From an optimization exercise on the open Yosys and OpenROAD flow, aimed at a short achievable clock period and few clock cycles; shortcuts taken in it are not production practice.
At most, simulation tests tie the RTL to the original design; equivalence was not proved.
Power and IR drop assume default switching activity.

==> flow/design.v (excerpt) <==
module CPU_top(
	input CLK,
	input reset,
	output [7:0] OPT_PC,        
	input [15:0] imem_rdata,    
	output [7:0] dmem_addr,     
	output [15:0] dmem_wdata,   
	output dmem_we,             
	input [15:0] dmem_rdata,    
	output halted
    );
	reg [15:0] r0, r1, r2, r3, r4, r5, r6, r7;
	function [15:0] rsel;
		input [2:0] n;
		input [15:0] x0, x1, x2, x3, x4, x5, x6, x7;
		case (n)
			3'd0: rsel = x0;
			3'd1: rsel = x1;
			3'd2: rsel = x2;
			3'd3: rsel = x3;
			3'd4: rsel = x4;
			3'd5: rsel = x5;
			3'd6: rsel = x6;
			default: rsel = x7;
		endcase
	endfunction
	reg Z;
	reg [7:0] PC;
	reg hs;                     
	wire [15:0] I = imem_rdata;
	wire [3:0] op = I[15:12];
	wire [2:0] rd = I[10:8];
	wire [2:0] rs = I[6:4];
	wire [2:0] rt = I[2:0];
	reg ev;
	reg e_add, e_sub, e_and, e_or, e_xor, e_not, e_sla, e_pass, e_lw;
	reg e_wr, e_wz;             
	reg [2:0] erd;
	reg [3:0] eimm4;
	reg [15:0] A, B, K;         
	reg e_kz;                   
	reg [4:0] a_lo;             
	reg [3:0] a_hi0, a_hi1;     
	reg [15:0] mwdata;
	reg m_we;
	reg w_en;
	reg [2:0] w_rd;
	reg [15:0] R;
	reg halted_r;
	wire [15:0] sum, dif;
	KSAdd16 add_u(.X(A), .Y(B), .CI(1'b0), .S(sum));
	KSAdd16 sub_u(.X(A), .Y(~B), .CI(1'b1), .S(dif));
  ...
Settings: LEC_CHECK=0, CAP_MARGIN=20, CORE_MARGIN=2, CORE_UTILIZATION=40, SETUP_SLACK_MARGIN=5.0, SLEW_MARGIN=20; clock period 8.0 ns.
run.sh (not shown) runs the stock make flow with config.mk's settings and CLKGATE_MAP_FILE= SYNTH_SCRIPT=/design/flow/synth_recipe.tcl, a recipe that flattens the netlist after the stock synthesis.
Testbench counts at the start, summed over its fixed seeds: cycles 46,486.
Next try:
--- a/flow/design.v
+++ b/flow/design.v
@@ -142,24 +142,23 @@
 	wire [15:0] hp = rsel(rs,
 		{8'b0, hpair(eoh[0], K[7:4], kh1, n0[7:4])}, {8'b0, hpair(eoh[1], K[7:4], kh1, n1[7:4])},
 		{8'b0, hpair(eoh[2], K[7:4], kh1, n2[7:4])}, {8'b0, hpair(eoh[3], K[7:4], kh1, n3[7:4])},
 		{8'b0, hpair(eoh[4], K[7:4], kh1, n4[7:4])}, {8'b0, hpair(eoh[5], K[7:4], kh1, n5[7:4])},
 		{8'b0, hpair(eoh[6], K[7:4], kh1, n6[7:4])}, {8'b0, hpair(eoh[7], K[7:4], kh1, n7[7:4])});
 	wire [15:0] base16 = rsel(rs,
 		{8'b0, eoh[0] ? K[7:0] : n0[7:0]}, {8'b0, eoh[1] ? K[7:0] : n1[7:0]},
 		{8'b0, eoh[2] ? K[7:0] : n2[7:0]}, {8'b0, eoh[3] ? K[7:0] : n3[7:0]},
 		{8'b0, eoh[4] ? K[7:0] : n4[7:0]}, {8'b0, eoh[5] ? K[7:0] : n5[7:0]},
 		{8'b0, eoh[6] ? K[7:0] : n6[7:0]}, {8'b0, eoh[7] ? K[7:0] : n7[7:0]});
 	wire [7:0] base = base16[7:0];      
-	wire [7:0] late = e_pass ? 8'd0 : eoh;
-	wire stall = (f_lw || f_sw || jr) && late[rs];
+	wire stall = (f_lw || f_sw || jr) && eA && !e_pass;
 	wire go = !stall && !hs;
 	wire Znew = e_wz_v ? e_z : Z;
 	wire taken = (op == 4'b1110) || (op == 4'b1101) || (op == 4'b1011 && Znew) || (op == 4'b1100 && !Znew);
 	wire [7:0] PC1 = PC + 8'd1;
 	wire [7:0] npc = jr ? base : taken ? I[7:0] : PC1;
 	assign OPT_PC = PC;
 	assign dmem_addr = {a_lo[4] ? a_hi1 : a_hi0, a_lo[3:0]};
 	assign dmem_wdata = mwdata;
 	assign dmem_we = m_we;
 	assign halted = halted_r;
 	always @(posedge CLK) begin
Effect: Non-clock buffer count went down by 14; sequential power is about the same; worst hold slack improves by 0.081 ns; setup slack gets better by 0.059 ns; core utilization fell by 0.58 points.
Testbench counts after the change, summed over its fixed seeds: cycles 46,486.

---

Setup of cedar:
The RTL this note starts from:
==> flow/design.v <==
`timescale 1ns / 1ps
module KSAdd16(
	input [15:0] X,
	input [15:0] Y,
	input CI,
	output [15:0] S
    );
	wire [15:0] p = X ^ Y;
	wire [15:0] g0 = {X[15:1] & Y[15:1], CI ? (X[0] | Y[0]) : (X[0] & Y[0])};
	wire [15:0] p0 = {p[15:1], 1'b0};
	wire [15:0] g1 = g0 | (p0 & {g0[14:0], 1'b0});
	wire [15:0] p1 = p0 & {p0[14:0], 1'b0};
	wire [15:0] g2 = g1 | (p1 & {g1[13:0], 2'b0});
	wire [15:0] p2 = p1 & {p1[13:0], 2'b0};
	wire [15:0] g3 = g2 | (p2 & {g2[11:0], 4'b0});
	wire [15:0] p3 = p2 & {p2[11:0], 4'b0};
	wire [15:0] g4 = g3 | (p3 & {g3[7:0], 8'b0});
	wire [15:0] c = {g4[14:0], CI};
	assign S = p ^ c;
endmodule
`timescale 1ns / 1ps
module CPU_top(
	input CLK,
	input reset,
	output [7:0] OPT_PC,        
	input [15:0] imem_rdata,    
	output [7:0] dmem_addr,     
	output [15:0] dmem_wdata,   
	output dmem_we,             
	input [15:0] dmem_rdata,    
	output halted
    );
	reg [15:0] r0, r1, r2, r3, r4, r5, r6, r7;
	function [15:0] rsel;
		input [2:0] n;
		input [15:0] x0, x1, x2, x3, x4, x5, x6, x7;
		case (n)
			3'd0: rsel = x0;
			3'd1: rsel = x1;
			3'd2: rsel = x2;
			3'd3: rsel = x3;
			3'd4: rsel = x4;
			3'd5: rsel = x5;
			3'd6: rsel = x6;
			default: rsel = x7;
		endcase
	endfunction
	reg Z;
	reg [7:0] PC;
	wire [15:0] I = imem_rdata;
	wire [3:0] op = I[15:12];
	wire [2:0] rd = I[10:8];
	wire [2:0] rs = I[6:4];
	wire [2:0] rt = I[2:0];
	reg ev;
	reg hs;                     
	reg e_add, e_sub, e_and, e_or, e_xor, e_not, e_sla, e_pass, e_lw, e_sw;
	reg e_wr, e_wz;             
	reg [2:0] erd;
	reg [3:0] eimm4;
	reg [15:0] A, B, D, K;      
	reg e_dfwd;                 
	reg e_kz;                   
	reg w_en;
	reg [2:0] w_rd;
	reg [15:0] R;
	reg m_lw, m_sw;
	reg [2:0] m_rd;
	reg [7:0] maddr;
	reg [15:0] mwdata;
	reg halted_r;
	wire [15:0] a = A;
	wire [15:0] b = B;
	wire [15:0] sum, dif;
	KSAdd16 add_u(.X(a), .Y(b), .CI(1'b0), .S(sum));
	KSAdd16 sub_u(.X(a), .Y(~b), .CI(1'b1), .S(dif));
	wire [15:0] rest =
		({16{e_and}}  & (a & b)) |
		({16{e_or}}   & (a | b)) |
		({16{e_xor}}  & (a ^ b)) |
		({16{e_not}}  & (~a)) |
		({16{e_sla}}  & (a << eimm4)) |
		({16{e_pass}} & K);
	wire [15:0] e_res = ({16{e_add}} & sum) | ({16{e_sub}} & dif) | rest;
	wire z_add = ~|((a ^ b) ^ {a[14:0] | b[14:0], 1'b0});
	wire z_eq  = (a == b);
	wire z_and = ~|(a & b);
	wire z_or  = ~|(a | b);
	wire z_not = &a;
	wire z_sla = ~|(a & (16'hFFFF >> eimm4));
	wire e_z = (e_add & z_add) | ((e_sub | e_xor) & z_eq) | (e_and & z_and) |
	           (e_or & z_or) | (e_not & z_not) | (e_sla & z_sla) | (e_pass & e_kz);
	wire e_wr_v = ev & e_wr;
	wire e_wz_v = ev & e_wz;
	wire f_halt = (op == 4'b1111) && (I[11:8] == 4'b1111);
	wire jr = (op == 4'b1111);      
	wire uses_rs = (op <= 4'd6) || (op == 4'b1001) || (op == 4'b1010) || jr;
	wire uses_rt = (op <= 4'd4);
	wire eA = e_wr_v && erd == rs;
	wire eB = e_wr_v && erd == rt;
	wire eD = e_wr_v && erd == rd;
	wire [15:0] va = eA ? e_res : (w_en && w_rd == rs) ? R : (m_lw && m_rd == rs) ? dmem_rdata : rsel(rs, r0, r1, r2, r3, r4, r5, r6, r7);
	wire [15:0] vb = eB ? e_res : (w_en && w_rd == rt) ? R : (m_lw && m_rd == rt) ? dmem_rdata : rsel(rt, r0, r1, r2, r3, r4, r5, r6, r7);
	wire [15:0] vd = eD ? e_res : (w_en && w_rd == rd) ? R : (m_lw && m_rd == rd) ? dmem_rdata : rsel(rd, r0, r1, r2, r3, r4, r5, r6, r7);
	wire ld_stall = ev && e_lw && ((uses_rs && rs == erd) || (uses_rt && rt == erd));
	wire jr_stall = jr && eA && !e_pass;
	wire stall = ld_stall || jr_stall;
	wire Znew = e_wz_v ? e_z : Z;
	wire taken = (op == 4'b1110) || (op == 4'b1101) || (op == 4'b1011 && Znew) || (op == 4'b1100 && !Znew);
	wire [7:0] PC1 = PC + 8'd1;
	wire [7:0] jrt = eA ? K[7:0] : va[7:0];
	wire [7:0] npc = jr ? jrt : taken ? I[7:0] : PC1;
	assign OPT_PC = PC;
	assign dmem_addr = maddr;
	assign dmem_wdata = mwdata;
	assign dmem_we = m_sw;
	assign halted = halted_r;
	wire [15:0] wdat = m_lw ? dmem_rdata : R;
	always @(posedge CLK) begin
		if (m_lw || w_en) begin
			case (m_lw ? m_rd : w_rd)
				3'd0: r0 <= wdat;
				3'd1: r1 <= wdat;
				3'd2: r2 <= wdat;
				3'd3: r3 <= wdat;
				3'd4: r4 <= wdat;
				3'd5: r5 <= wdat;
				3'd6: r6 <= wdat;
				default: r7 <= wdat;
			endcase
		end
		if (e_wz_v)
			Z <= e_z;
	end
	always @(posedge CLK) begin
		if (reset) begin
			PC <= 8'd0;
			ev <= 1'b0;
			hs <= 1'b0;
			m_lw <= 1'b0;
			m_sw <= 1'b0;
			w_en <= 1'b0;
			halted_r <= 1'b0;
		end else begin
			m_lw <= ev && e_lw;
			m_sw <= ev && e_sw;
			w_en <= e_wr_v;
			hs <= hs || f_halt;
			halted_r <= (hs || f_halt) && !(ev && e_sw);
			ev <= !stall && !f_halt && !hs;
			if (!stall)
				PC <= npc;
		end
	end
	always @(posedge CLK) begin
		R      <= e_res;
		w_rd   <= erd;
		m_rd   <= erd;
		maddr  <= a[7:0] + {4'b0, eimm4};
		mwdata <= e_dfwd ? dmem_rdata : D;
		e_add  <= (op == 4'b0000);
		e_sub  <= (op == 4'b0001);
		e_and  <= (op == 4'b0010);
		e_or   <= (op == 4'b0011);
		e_xor  <= (op == 4'b0100);
		e_not  <= (op == 4'b0101);
		e_sla  <= (op == 4'b0110);
		e_pass <= (op == 4'b1000) || (op == 4'b1101);
		e_lw   <= (op == 4'b1001);
		e_sw   <= (op == 4'b1010);
		e_wr   <= (op <= 4'd6) || (op == 4'b1000) || (op == 4'b1101);
		e_wz   <= (op <= 4'd6) || (op == 4'b1000);
		e_kz   <= (I[7:0] == 8'd0);
		erd    <= rd;
		eimm4  <= I[3:0];
		A      <= va;
		B      <= vb;
		D      <= vd;
		K      <= (op == 4'b1000) ? {8'b0, I[7:0]} : {8'b0, PC1};
		e_dfwd <= ev && e_lw && (erd == rd);
	end
endmodule
Settings: LEC_CHECK=0, CAP_MARGIN=20, CORE_MARGIN=2, CORE_UTILIZATION=40, SETUP_SLACK_MARGIN=5.0, SLEW_MARGIN=20; clock period 8.0 ns.
#### Input delta (zinc over cedar)
-- flow/design.v --
<<< cedar, line 55
	reg ev;
	reg hs;                     
	reg e_add, e_sub, e_and, e_or, e_xor, e_not, e_sla, e_pass, e_lw, e_sw;
	reg e_wr, e_wz;             
>>> zinc, line 55
	reg ev;
	reg hs;                     
	reg e_jr;                   
	reg e_add, e_sub, e_and, e_or, e_xor, e_not, e_sla, e_pass, e_lw, e_sw;
	reg e_wr, e_wz;             
<<< cedar, line 94
	wire e_wz_v = ev & e_wz;
	wire f_halt = (op == 4'b1111) && (I[11:8] == 4'b1111);
	wire jr = (op == 4'b1111);      
	wire uses_rs = (op <= 4'd6) || (op == 4'b1001) || (op == 4'b1010) || jr;
	wire uses_rt = (op <= 4'd4);
>>> zinc, line 95
	wire e_wz_v = ev & e_wz;
	wire f_halt = (op == 4'b1111) && (I[11:8] == 4'b1111);
	wire jr = (op == 4'b1111) && !f_halt;
	wire uses_rs = (op <= 4'd6) || (op == 4'b1001) || (op == 4'b1010) || jr;
	wire uses_rt = (op <= 4'd4);
<<< cedar, line 100
	wire eB = e_wr_v && erd == rt;
	wire eD = e_wr_v && erd == rd;
	wire [15:0] va = eA ? e_res : (w_en && w_rd == rs) ? R : (m_lw && m_rd == rs) ? dmem_rdata : rsel(rs, r0, r1, r2, r3, r4, r5, r6, r7);
	wire [15:0] vb = eB ? e_res : (w_en && w_rd == rt) ? R : (m_lw && m_rd == rt) ? dmem_rdata : rsel(rt, r0, r1, r2, r3, r4, r5, r6, r7);
	wire [15:0] vd = eD ? e_res : (w_en && w_rd == rd) ? R : (m_lw && m_rd == rd) ? dmem_rdata : rsel(rd, r0, r1, r2, r3, r4, r5, r6, r7);
	wire ld_stall = ev && e_lw && ((uses_rs && rs == erd) || (uses_rt && rt == erd));
	wire jr_stall = jr && eA && !e_pass;
	wire stall = ld_stall || jr_stall;
	wire Znew = e_wz_v ? e_z : Z;
	wire taken = (op == 4'b1110) || (op == 4'b1101) || (op == 4'b1011 && Znew) || (op == 4'b1100 && !Znew);
	wire [7:0] PC1 = PC + 8'd1;
	wire [7:0] jrt = eA ? K[7:0] : va[7:0];
	wire [7:0] npc = jr ? jrt : taken ? I[7:0] : PC1;
	assign OPT_PC = PC;
	assign dmem_addr = maddr;
>>> zinc, line 101
	wire eB = e_wr_v && erd == rt;
	wire eD = e_wr_v && erd == rd;
	wire [7:0] wsel = (w_en ? (8'd1 << w_rd) : 8'd0) | (m_lw ? (8'd1 << m_rd) : 8'd0);
	wire [15:0] wdat = m_lw ? dmem_rdata : R;
	wire [15:0] n0 = wsel[0] ? wdat : r0;
	wire [15:0] n1 = wsel[1] ? wdat : r1;
	wire [15:0] n2 = wsel[2] ? wdat : r2;
	wire [15:0] n3 = wsel[3] ? wdat : r3;
	wire [15:0] n4 = wsel[4] ? wdat : r4;
	wire [15:0] n5 = wsel[5] ? wdat : r5;
	wire [15:0] n6 = wsel[6] ? wdat : r6;
	wire [15:0] n7 = wsel[7] ? wdat : r7;
	wire [15:0] va = eA ? e_res : rsel(rs, n0, n1, n2, n3, n4, n5, n6, n7);
	wire [15:0] vb = eB ? e_res : rsel(rt, n0, n1, n2, n3, n4, n5, n6, n7);
	wire [15:0] vd = eD ? e_res : rsel(rd, n0, n1, n2, n3, n4, n5, n6, n7);
	wire ld_stall = ev && e_lw && ((uses_rs && rs == erd) || (uses_rt && rt == erd));
	wire e_jr_v = ev && e_jr;    
	wire stall = ld_stall;
	wire Znew = e_wz_v ? e_z : Z;
	wire taken = (op == 4'b1110) || (op == 4'b1101) || (op == 4'b1011 && Znew) || (op == 4'b1100 && !Znew);
	wire [7:0] PC1 = PC + 8'd1;
	wire [7:0] npc = taken ? I[7:0] : PC1;
	assign OPT_PC = PC;
	assign dmem_addr = maddr;
<<< cedar, line 116
	assign dmem_we = m_sw;
	assign halted = halted_r;
	wire [15:0] wdat = m_lw ? dmem_rdata : R;
	always @(posedge CLK) begin
		if (m_lw || w_en) begin
			case (m_lw ? m_rd : w_rd)
				3'd0: r0 <= wdat;
				3'd1: r1 <= wdat;
				3'd2: r2 <= wdat;
				3'd3: r3 <= wdat;
				3'd4: r4 <= wdat;
				3'd5: r5 <= wdat;
				3'd6: r6 <= wdat;
				default: r7 <= wdat;
			endcase
		end
		if (e_wz_v)
			Z <= e_z;
>>> zinc, line 126
	assign dmem_we = m_sw;
	assign halted = halted_r;
	always @(posedge CLK) begin
		r0 <= n0;
		r1 <= n1;
		r2 <= n2;
		r3 <= n3;
		r4 <= n4;
		r5 <= n5;
		r6 <= n6;
		r7 <= n7;
		if (e_wz_v)
			Z <= e_z;
<<< cedar, line 146
			m_sw <= ev && e_sw;
			w_en <= e_wr_v;
			hs <= hs || f_halt;
			halted_r <= (hs || f_halt) && !(ev && e_sw);
			ev <= !stall && !f_halt && !hs;
			if (!stall)
				PC <= npc;
		end
>>> zinc, line 151
			m_sw <= ev && e_sw;
			w_en <= e_wr_v;
			hs <= hs || (f_halt && !e_jr_v);
			halted_r <= (hs || (f_halt && !e_jr_v)) && !(ev && e_sw);
			ev <= !stall && !f_halt && !hs && !e_jr_v;
			if (e_jr_v)
				PC <= A[7:0];
			else if (!stall)
				PC <= npc;
		end
<<< cedar, line 169
		e_lw   <= (op == 4'b1001);
		e_sw   <= (op == 4'b1010);
		e_wr   <= (op <= 4'd6) || (op == 4'b1000) || (op == 4'b1101);
		e_wz   <= (op <= 4'd6) || (op == 4'b1000);
>>> zinc, line 176
		e_lw   <= (op == 4'b1001);
		e_sw   <= (op == 4'b1010);
		e_jr   <= jr;
		e_wr   <= (op <= 4'd6) || (op == 4'b1000) || (op == 4'b1101);
		e_wz   <= (op <= 4'd6) || (op == 4'b1000);
Results
zinc has flip-flop and latch count after synthesis above what cedar had.
Relative to cedar, maximum frequency has increased by 6.7% in zinc.
Detailed route, zinc vs cedar: via total higher for zinc
The number of synthesized flops with an enable pin number comes out lower for zinc vs cedar.
zinc vs cedar: cell area after placement down by a few percent
The sequential share of cell area reported for zinc is smaller than that of cedar by 4.6 points.
Testbench counts of zinc, summed over its fixed seeds: cycles 47,270.
For cedar, only the layout was checked, not whether the RTL still works.

what the ideal ports hide:
The results above use ideal ports. As a check the final layouts listed here were re-extracted and re-timed, cells and wires unchanged. Step 1 assumes that a clkbuf_16 drives the clock port and a buf_2 every other input. Step 2 times the ports against the registers' clock, not the clock port: input delays grow and output delays shrink by t, the midpoint of the rising clock arrivals with the driver on. Three values: ideal ports, drivers, drivers and shift; two values: the first two.
run	t (ns)	slack for setup (ns)	worst setup path after step 2	slew at the worst register clock pin (ns)	pins driven straight from the clock port
the first run of note 1	0.639	4.834 / 4.832 / 4.193	input to register	0.07 / 0.07	1
the second run of note 1	0.627	4.893 / 4.845 / 4.257	input to register	0.07 / 0.07	1
cedar	0.630	4.714 / 4.723 / 4.093	input to register	0.07 / 0.07	1
zinc	0.609	4.920 / 4.951 / 4.345	input to register	0.07 / 0.07	1
After both steps setup and hold are still met in every run listed. The setup slack of the first run of note 1, which loses most, moves by -0.002 ns with the drivers and by -0.641 ns with both steps.
